Context: an optimization exercise on an open-source flow, tuned for small area. The choices shown serve that exercise and are no tape-out recipe. The RTL was checked by simulation tests, not by an equivalence proof against the original design. Power and IR drop assume default switching activity.

==> flow/design.v <==
/*verilator lint_off UNUSEDSIGNAL*/
module calculator #(
    parameter REFRESH_OVERFLOW = 7,
    parameter DB_OVERFLOW = 15,
    parameter SLIDER_OVERFLOW = 7
)(
    input logic clk,
    input logic reset,
    input logic button_clr_undeb,
    input logic button_ent_undeb,
    input logic sld_1,
    input logic sld_2,
    input logic sld_3,
    input logic sld_4,
    input logic sld_arith,
    output logic [3:0] digit_select,
    output logic [6:0] led_select
);
    logic btn_clr, btn_ent;
    calculator_input #(
        .DB_OVERFLOW(DB_OVERFLOW)
    ) input_mod (
        .clk(clk),
        .reset(reset),
        .button_clr_undeb(button_clr_undeb),
        .button_ent_undeb(button_ent_undeb),
        .button_clr(btn_clr),
        .button_ent(btn_ent));
    logic output_number_select;
    logic [13:0] number_1;
    logic [13:0] number_2;
    always_ff @( posedge clk ) begin
        if(reset || btn_clr)
            output_number_select <= 0;
        else if (btn_ent)
            output_number_select <= output_number_select + 1;
        else
            output_number_select <= output_number_select;
    end
    slider_increment #(
        .SLIDER_OVERFLOW(SLIDER_OVERFLOW)
    ) slider_mod (
        .clk(clk), 
        .rst_ext(reset),
        .slider_1(sld_1),
        .slider_2(sld_2),
        .slider_3(sld_3),
        .slider_4(sld_4),
        .write_number_select(output_number_select),
        .btn_clr(btn_clr),
        .number_1(number_1),
        .number_2(number_2));
    logic [13:0] number_result;
    arithmetic arithmetic_mod (
        .number1(number_1),
        .number2(number_2),
        .arithmetic_sel(sld_arith),
        .result(number_result));
    logic [13:0] display_number;
    logic [1:0] select_number;
    always_ff @( posedge clk ) begin
        if (reset || btn_clr)
            select_number <= 0;
        else if (btn_ent)
            select_number <= select_number + 1;
    end
    always_comb begin
        case (select_number)
            0   : display_number = number_1;
            1   : display_number = number_2;
            2   : display_number = number_result;
            default: display_number = 14'd0;
        endcase
    end
    display #(
        .REFRESH_OVERFLOW(REFRESH_OVERFLOW)
    ) display (
        .clk(clk),
        .reset(reset),
        .to_display_nr(display_number),
        .digit_select(digit_select),
        .led_select(led_select));
endmodule
module calculator_input #(
    parameter DB_OVERFLOW = 999999
)(
    input logic clk,
    input logic reset,
    input logic button_clr_undeb,
    input logic button_ent_undeb,
    output logic button_clr,
    output logic button_ent
);
    logic button_clr_deb;
    debounce #(.DB_OVERFLOW(DB_OVERFLOW)) clr_deb (
        .clk(clk),
        .rst_ext(reset),
        .undeb(button_clr_undeb),
        .deb(button_clr_deb));
    input_sync clr_sync (
        .clk(clk),
        .rst(reset),
        .unsync(button_clr_deb),
        .synced(button_clr));
    logic button_ent_deb;
    debounce #(.DB_OVERFLOW(DB_OVERFLOW)) ent_deb (
        .clk(clk),
        .rst_ext(reset),
        .undeb(button_ent_undeb),
        .deb(button_ent_deb));
    input_sync ent_sync (
        .clk(clk),
        .rst(reset),
        .unsync(button_ent_deb),
        .synced(button_ent));
endmodule
module debounce #(
    parameter DB_OVERFLOW = 999999
)(
    input logic clk,
    input logic rst_ext,
    input logic undeb,
    output logic deb
);
    logic [26:0] cnt;
    logic exp;
    logic rst;
    assign rst = rst_ext | undeb;
    always_ff @( posedge clk ) begin
        if (rst)
            cnt <= 0;
        else if (cnt == DB_OVERFLOW)
            cnt <= cnt;
        else
            cnt <= cnt + 1;
    end
    assign exp = (cnt == DB_OVERFLOW) ? 1 : 0;
    assign deb = exp & undeb;
endmodule
module input_sync (
    input logic clk,
    input logic rst,
    input logic unsync,
    output logic synced
);
    logic [2:0] input_signal;
    always_ff @( posedge clk ) begin
        if (rst)
            input_signal <= 0;
        else
            input_signal <= {input_signal[1:0], unsync};
    end
    assign synced = ~input_signal[2] & input_signal[1];
endmodule
module slider_increment #(
    parameter SLIDER_OVERFLOW = 32500000
)(
    input logic clk,
    input logic rst_ext,
    input logic slider_1,
    input logic slider_2,
    input logic slider_3,
    input logic slider_4,
    input logic write_number_select,
    input logic btn_clr,
    output logic [13:0] number_1,
    output logic [13:0] number_2
);
    logic rst_int;
    logic rst;
    assign rst = rst_ext | rst_int;
    logic [25:0] cnt_1;
    logic [25:0] cnt_2;
    logic [25:0] cnt_3;
    logic [25:0] cnt_4;
    always_ff @( posedge clk ) begin
        if (rst || btn_clr) begin
            cnt_1 <= 0;
            cnt_2 <= 0;
            cnt_3 <= 0;
            cnt_4 <= 0;
        end
        else if (slider_1)
            cnt_1 <= cnt_1 + 1;
        else if (slider_2)
            cnt_2 <= cnt_2 + 1;
        else if (slider_3)
            cnt_3 <= cnt_3 + 1;
        else if (slider_4)
            cnt_4 <= cnt_4 + 1;
    end
    always_ff @( posedge clk ) begin
        if(rst_ext || btn_clr || number_1 > 9999 || number_2 > 9999) begin
            number_1 <= 0;
            number_2 <= 0;
        end
        else if(cnt_1 == SLIDER_OVERFLOW && write_number_select == 0)
            number_1 <= number_1 + 1;
        else if(cnt_1 == SLIDER_OVERFLOW && write_number_select == 1)
            number_2 <= number_2 + 1;
        else if(cnt_2 == SLIDER_OVERFLOW && write_number_select == 0)
            number_1 <= number_1 + 10;
        else if(cnt_2 == SLIDER_OVERFLOW && write_number_select == 1)
            number_2 <= number_2 + 10;
        else if(cnt_3 == SLIDER_OVERFLOW && write_number_select == 0)
            number_1 <= number_1 + 100;
        else if(cnt_3 == SLIDER_OVERFLOW && write_number_select == 1)
            number_2 <= number_2 + 100;
        else if(cnt_4 == SLIDER_OVERFLOW && write_number_select == 0)
            number_1 <= number_1 + 1000;
        else if(cnt_4 == SLIDER_OVERFLOW && write_number_select == 1)
            number_2 <= number_2 + 1000;
        else begin
            number_1 <= number_1;
            number_2 <= number_2;
        end
    end
    always_comb begin
        if(cnt_1 > SLIDER_OVERFLOW || cnt_2 > SLIDER_OVERFLOW || cnt_3 > SLIDER_OVERFLOW || cnt_4 > SLIDER_OVERFLOW)
            rst_int = 1;
        else
            rst_int = 0;
    end
endmodule
/*verilator lint_off UNOPTFLAT*/
module arithmetic (
    input logic [13:0] number1,
    input logic [13:0] number2,
    input logic arithmetic_sel,
    output logic [13:0] result
);
    always_comb begin
        if (arithmetic_sel)
            result = number1 - number2;
        else
            result = number1 + number2;
    end
endmodule
module display #(
    parameter REFRESH_OVERFLOW = 2**19-1
) (
    input logic clk,
    input logic reset,
    input logic [13:0] to_display_nr,
    output logic [3:0] digit_select,
    output logic [6:0] led_select
);
    logic [3:0] digit_display;
    logic [3:0] split_nr_0, split_nr_1, split_nr_2, split_nr_3;
    bcd_mux #(
        .REFRESH_OVERFLOW(REFRESH_OVERFLOW)
    ) MUX (
        .clk(clk),
        .reset(reset),
        .number_0(split_nr_0),
        .number_1(split_nr_1),
        .number_2(split_nr_2),
        .number_3(split_nr_3),
        .output_number(digit_display),
        .digit_select(digit_select));
    seg_dec seg_dec_mod (
        .disp_num(digit_display),
        .bcn(led_select));
    split_number number_mod (
        .number_i(to_display_nr),
        .number_o0(split_nr_0),
        .number_o1(split_nr_1),
        .number_o2(split_nr_2),
        .number_o3(split_nr_3));
endmodule
module bcd_mux #(
    parameter REFRESH_OVERFLOW = 2**19-1
) (
            input logic clk,
            input logic reset,
            input logic [3:0] number_0,
            input logic [3:0] number_1,
            input logic [3:0] number_2,
            input logic [3:0] number_3,
            output logic [3:0] output_number,
            output logic [3:0] digit_select
);
    logic ppms;
    logic [19:0] bit_cnt;
    always_ff @(posedge clk) begin
        if (reset)
            bit_cnt <= 0;
        else if (bit_cnt == REFRESH_OVERFLOW)
            bit_cnt <= 0;
        else
            bit_cnt <= bit_cnt + 1;
    end
    assign ppms = (bit_cnt == REFRESH_OVERFLOW) ? 1 : 0;
    logic [1:0] sel_cnt;
    always_ff @(posedge clk) begin
        if (reset)
            sel_cnt <= 0;
        else if (ppms == 1)
            sel_cnt <= sel_cnt + 1;
    end
    always_comb begin
        case (sel_cnt)
            0   :   digit_select = 4'b1110;
            1   :   digit_select = 4'b1101;
            2   :   digit_select = 4'b1011;
            3   :   digit_select = 4'b0111;
            default : digit_select = 4'b1110;
        endcase
    end
    always_comb begin
        case (sel_cnt)
            0   :   output_number = number_0;
            1   :   output_number = number_1;
            2   :   output_number = number_2;
            3   :   output_number = number_3;
            default : output_number = 4'b0000;
        endcase
    end
endmodule
module seg_dec (
    input logic [3:0] disp_num,  
    output logic [6:0] bcn  
);
    always_comb
    begin
        case (disp_num)
            0   :   bcn = 7'b0000001;
            1   :   bcn = 7'b1001111;
            2   :   bcn = 7'b0010010;
            3   :   bcn = 7'b0000110;
            4   :   bcn = 7'b1001100;
            5   :   bcn = 7'b0100100;
            6   :   bcn = 7'b0100000;
            7   :   bcn = 7'b0001111;
            8   :   bcn = 7'b0000000;
            9   :   bcn = 7'b0000100;
            default : bcn = 7'b1111111;
        endcase
    end
endmodule
/*verilator lint_off UNOPTFLAT*/
module split_number (
    input logic [13:0] number_i,
    output logic [3:0] number_o0,
    output logic [3:0] number_o1,
    output logic [3:0] number_o2,
    output logic [3:0] number_o3
);
    logic [13:0] split_nr[4];
    assign split_nr[3] = number_i / 1000;
    assign split_nr[2] = (number_i - split_nr[3] *1000)/100;
    assign split_nr[1] = (number_i - split_nr[2] *100 - split_nr[3] *1000)/10;
    assign split_nr[0] = (number_i - split_nr[1] *10 - split_nr[2] * 100 - split_nr[3] *1000);
    assign number_o3 = split_nr[3][3:0];
    assign number_o2 = split_nr[2][3:0];
    assign number_o1 = split_nr[1][3:0];
    assign number_o0 = split_nr[0][3:0];
endmodule
==> flow/run.sh <==
#!/bin/bash
# synth_recipe.tcl (not shown) runs the flow's synth.tcl, then flattens the netlist and writes it again
# the make line also repeats each setting of config.mk as NAME=value (left out here)
make -C /OpenROAD-flow-scripts/flow DESIGN_CONFIG=/design/flow/config.mk WORK_HOME=/design/flow/orfs CLKGATE_MAP_FILE= SYNTH_SCRIPT=/design/flow/synth_recipe.tcl finish
==> flow/config.mk <==
export PLATFORM = sky130hd
export DESIGN_NAME = calculator
export DESIGN_NICKNAME = calculator
export VERILOG_FILES = /design/flow/design.v
export SDC_FILE = /design/flow/constraint.sdc
export NUM_CORES = 4
export LEC_CHECK = 0
export CAP_MARGIN = 20
export CORE_MARGIN = 2
export CORE_UTILIZATION = 40
export SLEW_MARGIN = 20
==> flow/constraint.sdc <==
create_clock -name core_clock -period 80.0 [get_ports {clk}]
set_input_delay 16.0000 -clock core_clock [delete_from_list [all_inputs] [get_ports {clk}]]
set_output_delay 16.0000 -clock core_clock [all_outputs]
set_load 0.01 [all_outputs]
==> summary.txt <==
==> cell type report <==
cell class / count / area [µm²] / area share, %
tap: 680 / 851 / 3.75
clock buffer: 27 / 599 / 2.64
sequential: 217 / 4340 / 19.2
inverter: 100 / 375 / 1.66
multi-input combinational: 2377 / 16100 / 70.8
clock inverter: 12 / 140 / 0.618
timing repair buffer: 35 / 310 / 1.37
==> layer usage <==
metal	global-route usage (%)	vias up	wire, µm
li1	-	10100	-
met1	28.0	9644	26300
met2	31.7	636	24300
met3	2.08	78	3140
met4	5.89	0	1410
met5	0	-	0
==> power by group through the flow <==
stage          Combinational (µW)  Clock [µW]  Sequential [µW]
2_1_floorplan                2.40           0              114
3_3_place_gp                 3.41           0              114
3_5_place_dp                 3.46           0              114
4_1_cts                      3.47         106              111
5_1_grt                      4.14         111              112
6_report                     3.53         103              111
==> through the flow <==
step                cell area, µm²  worst slack [ps]
floorplan                    21200             16510
global placement             21900             11950
detailed placement           21900             10560
CTS                          22700             10370
global route                 22700              6410
finish                       22700              9970
==> registers in the layout, summed over array words and instances (netlist names) <==
signal,count
input_mod.clr_deb.cnt,27
input_mod.ent_deb.cnt,27
slider_mod.cnt_1,26
slider_mod.cnt_2,26
slider_mod.cnt_3,26
slider_mod.cnt_4,26
display.MUX.bit_cnt,20
slider_mod.number_1,14
slider_mod.number_2,14
input_mod.clr_sync.input_signal,3
input_mod.ent_sync.input_signal,3
display.MUX.sel_cnt,2
select_number,2
output_number_select,1
==> cells in the mapped netlist (all sizes together) (13+ instances only) <==
master and instances:
o22ai 15, a211o 15, nor4 61, buf 28, a21o 41, a211oi 42
clkbuf 84, o31ai 20, fa 22, xnor2 111, inv 99, nor2b 21
mux2i 28, o21a 38, o21ai 170, and2 36, a31oi 47, nand2b 21
a2111oi 13, nand4 43, a22oi 18, or4 15, a21oi 163, dfxtp 217
nand2 225, or2 17, or3 34, a311oi 14, and3 38, o2111ai 14
o211ai 36, xor2 94, ha 174, nor2 295, nand3 96, nor3 98
==> worst max-delay path, delay by kind of cell <==
family / cells / cell delay, ps
AOI/OAI and AO/OA: 57 / 16410
and+or+nand+nor: 36 / 9610
muxes: 5 / 2010
xor gates and xnor gates: 12 / 2840
adders and majority gates: 16 / 5270
buffers and inverters: 5 / 1850
==> worst max path at each step <==
stage | start | end | cells past startpoint
floorplan | sld_arith | led_select[1] | 142
global placement | sld_arith | led_select[2] | 131
detailed placement | sld_arith | led_select[2] | 131
CTS | sld_arith | led_select[2] | 131
global route | sld_arith | led_select[2] | 131
finish | sld_arith | led_select[1] | 131
==> cells by family after synthesis <==
group | Yosys count
AND/OR/NAND/NOR | 1044
AO/OA/AOI/OAI | 802
flip-flops | 217
buffers and inverters | 212
XOR/XNOR | 206
adder cells (fa/ha/maj) | 198
multiplexers | 39
other | 1
==> metrics.md <==
| Metric | Value |
|---|---|
| Area share of the largest cell type after synthesis | 20.8% |
| Flops & latches, synth | 217 |
| CP Capture Type | output pin |
| Setup Viol. Count Final | 0 |
| DR WL/cell | 16.0 µm |
| Initial core utilization | 40.6% |
| Congestion Overflow GR | 0 |
| CTS tree | yes |
| Die area | 54100 µm² |
| Crit path max fanout | 21 |
| Leakage power | 0.00906 µW |
| Boundary Pins | 20 |
| DRC violations left | 0 |
| Post-synthesis instance area | 20900 µm² |
| Hold Path End | input_mod.clr_sync.input_signal[1] |
| Clock Latency Late Sink | 530 ps |
| Gp weighted congestion | 0.900 |
| Area leader, netlist | sky130_fd_sc_hd__dfxtp_1 |
| Async set-or-reset flop fraction in the synthesized netlist | 0% |
| Mux contribution to synthesized area | 2.03% |
| Root Driver | sky130_fd_sc_hd__clkbuf_16 |
| Area growth, synth to finish | 8.40% |
| Hold buffer count at cts | 0 |
| Inserted Clock Buffers | 22 |
| GR Util All Layers | 19.8% |
| Reg2Reg Setup Slack | 76710 ps |
| Final #Nets | 2958 |
| Final HPWL from detailed placement | 42.4 mm |
| 1st-iter DRT viols | 2073 |
| Crit path top cell by count | sky130_fd_sc_hd__ha_1 |
| Sequential cell fraction of total power | 51.1% |
| Critical R2R Capture | slider_mod.number_2[11] |
| Post-cts gate resize count | 0 |
| Sequential cell area fraction in the yosys report | 20.8% |
| Cell depth of the worst min-delay path | 1 |
| Dominant combinational cell family by area after synthesis | compound AO/OA/AOI/OAI gates |
| Global-route wire length before repair | 91.9 mm |
| Final setup TNS | 0 ps |
| Fin crit share | 87.5% |
| Clk sink count | 217 |
| Number of synthesized flops with an enable pin | 0 |
| Worst hold margin | 439 ps |
| Filler-free cell count of the finished design | 3448 |
| Synthesized-area fraction occupied by ao, oa, aoi and oai cells | 26.8% |
| Final worst clock skew | 20.4 ps |
| Number of max-slew violations in the final report | 0 |
| Crit path DAT | 54030 ps |
| Leading cell type in the layout, fill and taps excluded | sky130_fd_sc_hd__nor2_1 |
| Crit-path max cell delay | 780 ps |
| Antenna violations before repair | 0 |
| Core Box Area | 51500 µm² |
| Arithmetic-cell share of the synthesized area counting full adders, half adders and majority gates | 12.6% |
| Routed vias/inst | 5.93 |
| Final core utilization | 44.0% |
| Switching Power | 46.0 µW |
| Fraction of the mapped netlist area in simple logic gates | 24.9% |
| Final critical-path required period | 70030 ps |
| Achievable clock frequency | 0.0143 GHz |
| DR vias | 20500 |
| Routed WL | 55.1 mm |
| Synth Flop Type | sky130_fd_sc_hd__dfxtp_1 |
| Number of H-tree levels | 1 |
| Vias in the first global route | 18700 |
| Mean Syn Cell Area | 7.69 µm² |
| Switching share of total power | 21.1% |
| Total setup buffers inserted after CTS | 0 |
| Remaining antenna violation count | 0 |
| Hold violation count in the final report | 0 |
| Total instance count after detailed placement | 3409 |
| Top library cells by usage in the layout, fill and taps aside | sky130_fd_sc_hd__nor2_1, sky130_fd_sc_hd__nand2_1, sky130_fd_sc_hd__dfxtp_1, sky130_fd_sc_hd__ha_1, sky130_fd_sc_hd__a21oi_1 |
| Total of fill cells in the finished design | 5343 |
| DRT Pass-1 Iters | 8 |
| Cell types with the largest area share after synthesis | sky130_fd_sc_hd__dfxtp_1, sky130_fd_sc_hd__ha_1, sky130_fd_sc_hd__nor2_1, sky130_fd_sc_hd__xnor2_1, sky130_fd_sc_hd__nand2_1 |
| # rows | 83 |
| Number of buffers on the longest clock path | 3 |
| Reg2reg path depth | 12 |
| Type of the setup path with the least slack | primary input to output pin |
| Worst-path cell with the longest stage delay | sky130_fd_sc_hd__a21oi_1 |
| Reg-to-Reg Start | slider_mod.cnt_2[3] |
| Worst Tran Pin Value | 1140 ps |
| Area share of xor/xnor cells in the synthesized design | 8.76% |
| Min-delay worst type | flip-flop to flip-flop |
| Largest net degree at the start of global routing | 29 |
| Highest ir drop seen on vdd | 0.0171 mV |
| Number of warning messages in the yosys log | 9 |
| Inserted Diodes | 0 |
| Clock network power share | 47.3% |
| Status | timing/DRC/antenna clean |
| Number of library cell types mapped by synthesis | 121 |
| Type of element launching the critical path | primary input |
| Worst-case headroom to the max-slew limit | 23.8% |
| Combinational group share of total power | 1.6% |
| Internal power | 172 µW |
| Hold path startpoint | input_mod.clr_sync.input_signal[0] |
| Buffers added on ports | 19 |
| Post-CTS clock slew at the launch and capture registers of the worst setup and hold paths | 60 ps |
| Horiz. Die Dim | 233 µm |
| Share of post-route cells with drive strength above 1 | 5.24% |
| Cell count after synthesis | 2719 |
| Worst EP required | 64000 ps |
| Floorplan die height | 233 µm |
| Power per Cell Area | 9.63 nW/µm² |
| Maximum Capacitance Violations | 0 |
| Post-layout total power | 218 µW |
| Unrepaired setup endpoints after global routing | false |

-- static timing again, ports no longer ideal --
No port has a modelled driver above. Below, the same layout with a new extraction and two added sets of constraints.
Step 1, drivers: a clkbuf_16 drives clk and a buf_2 each remaining input, both assumed.
Step 2, shift: input delay + t, output delay - t, t = (earliest + latest rising clock arrival at the registers) / 2. This alone moves slack from input paths to output paths.
Three values: ideal, step 1, step 2; two values: the first two.
shift t [ns]: 0.564
setup WS [ns]: 9.966 / 9.911 / 9.911
worst setup path at the end: input to output
latest minus earliest clock arrival (ns): 0.029 / 0.030
After both steps this run still meets setup and hold. The setup slack of this run moves by -0.055 ns with the drivers and by -0.055 ns with both steps.
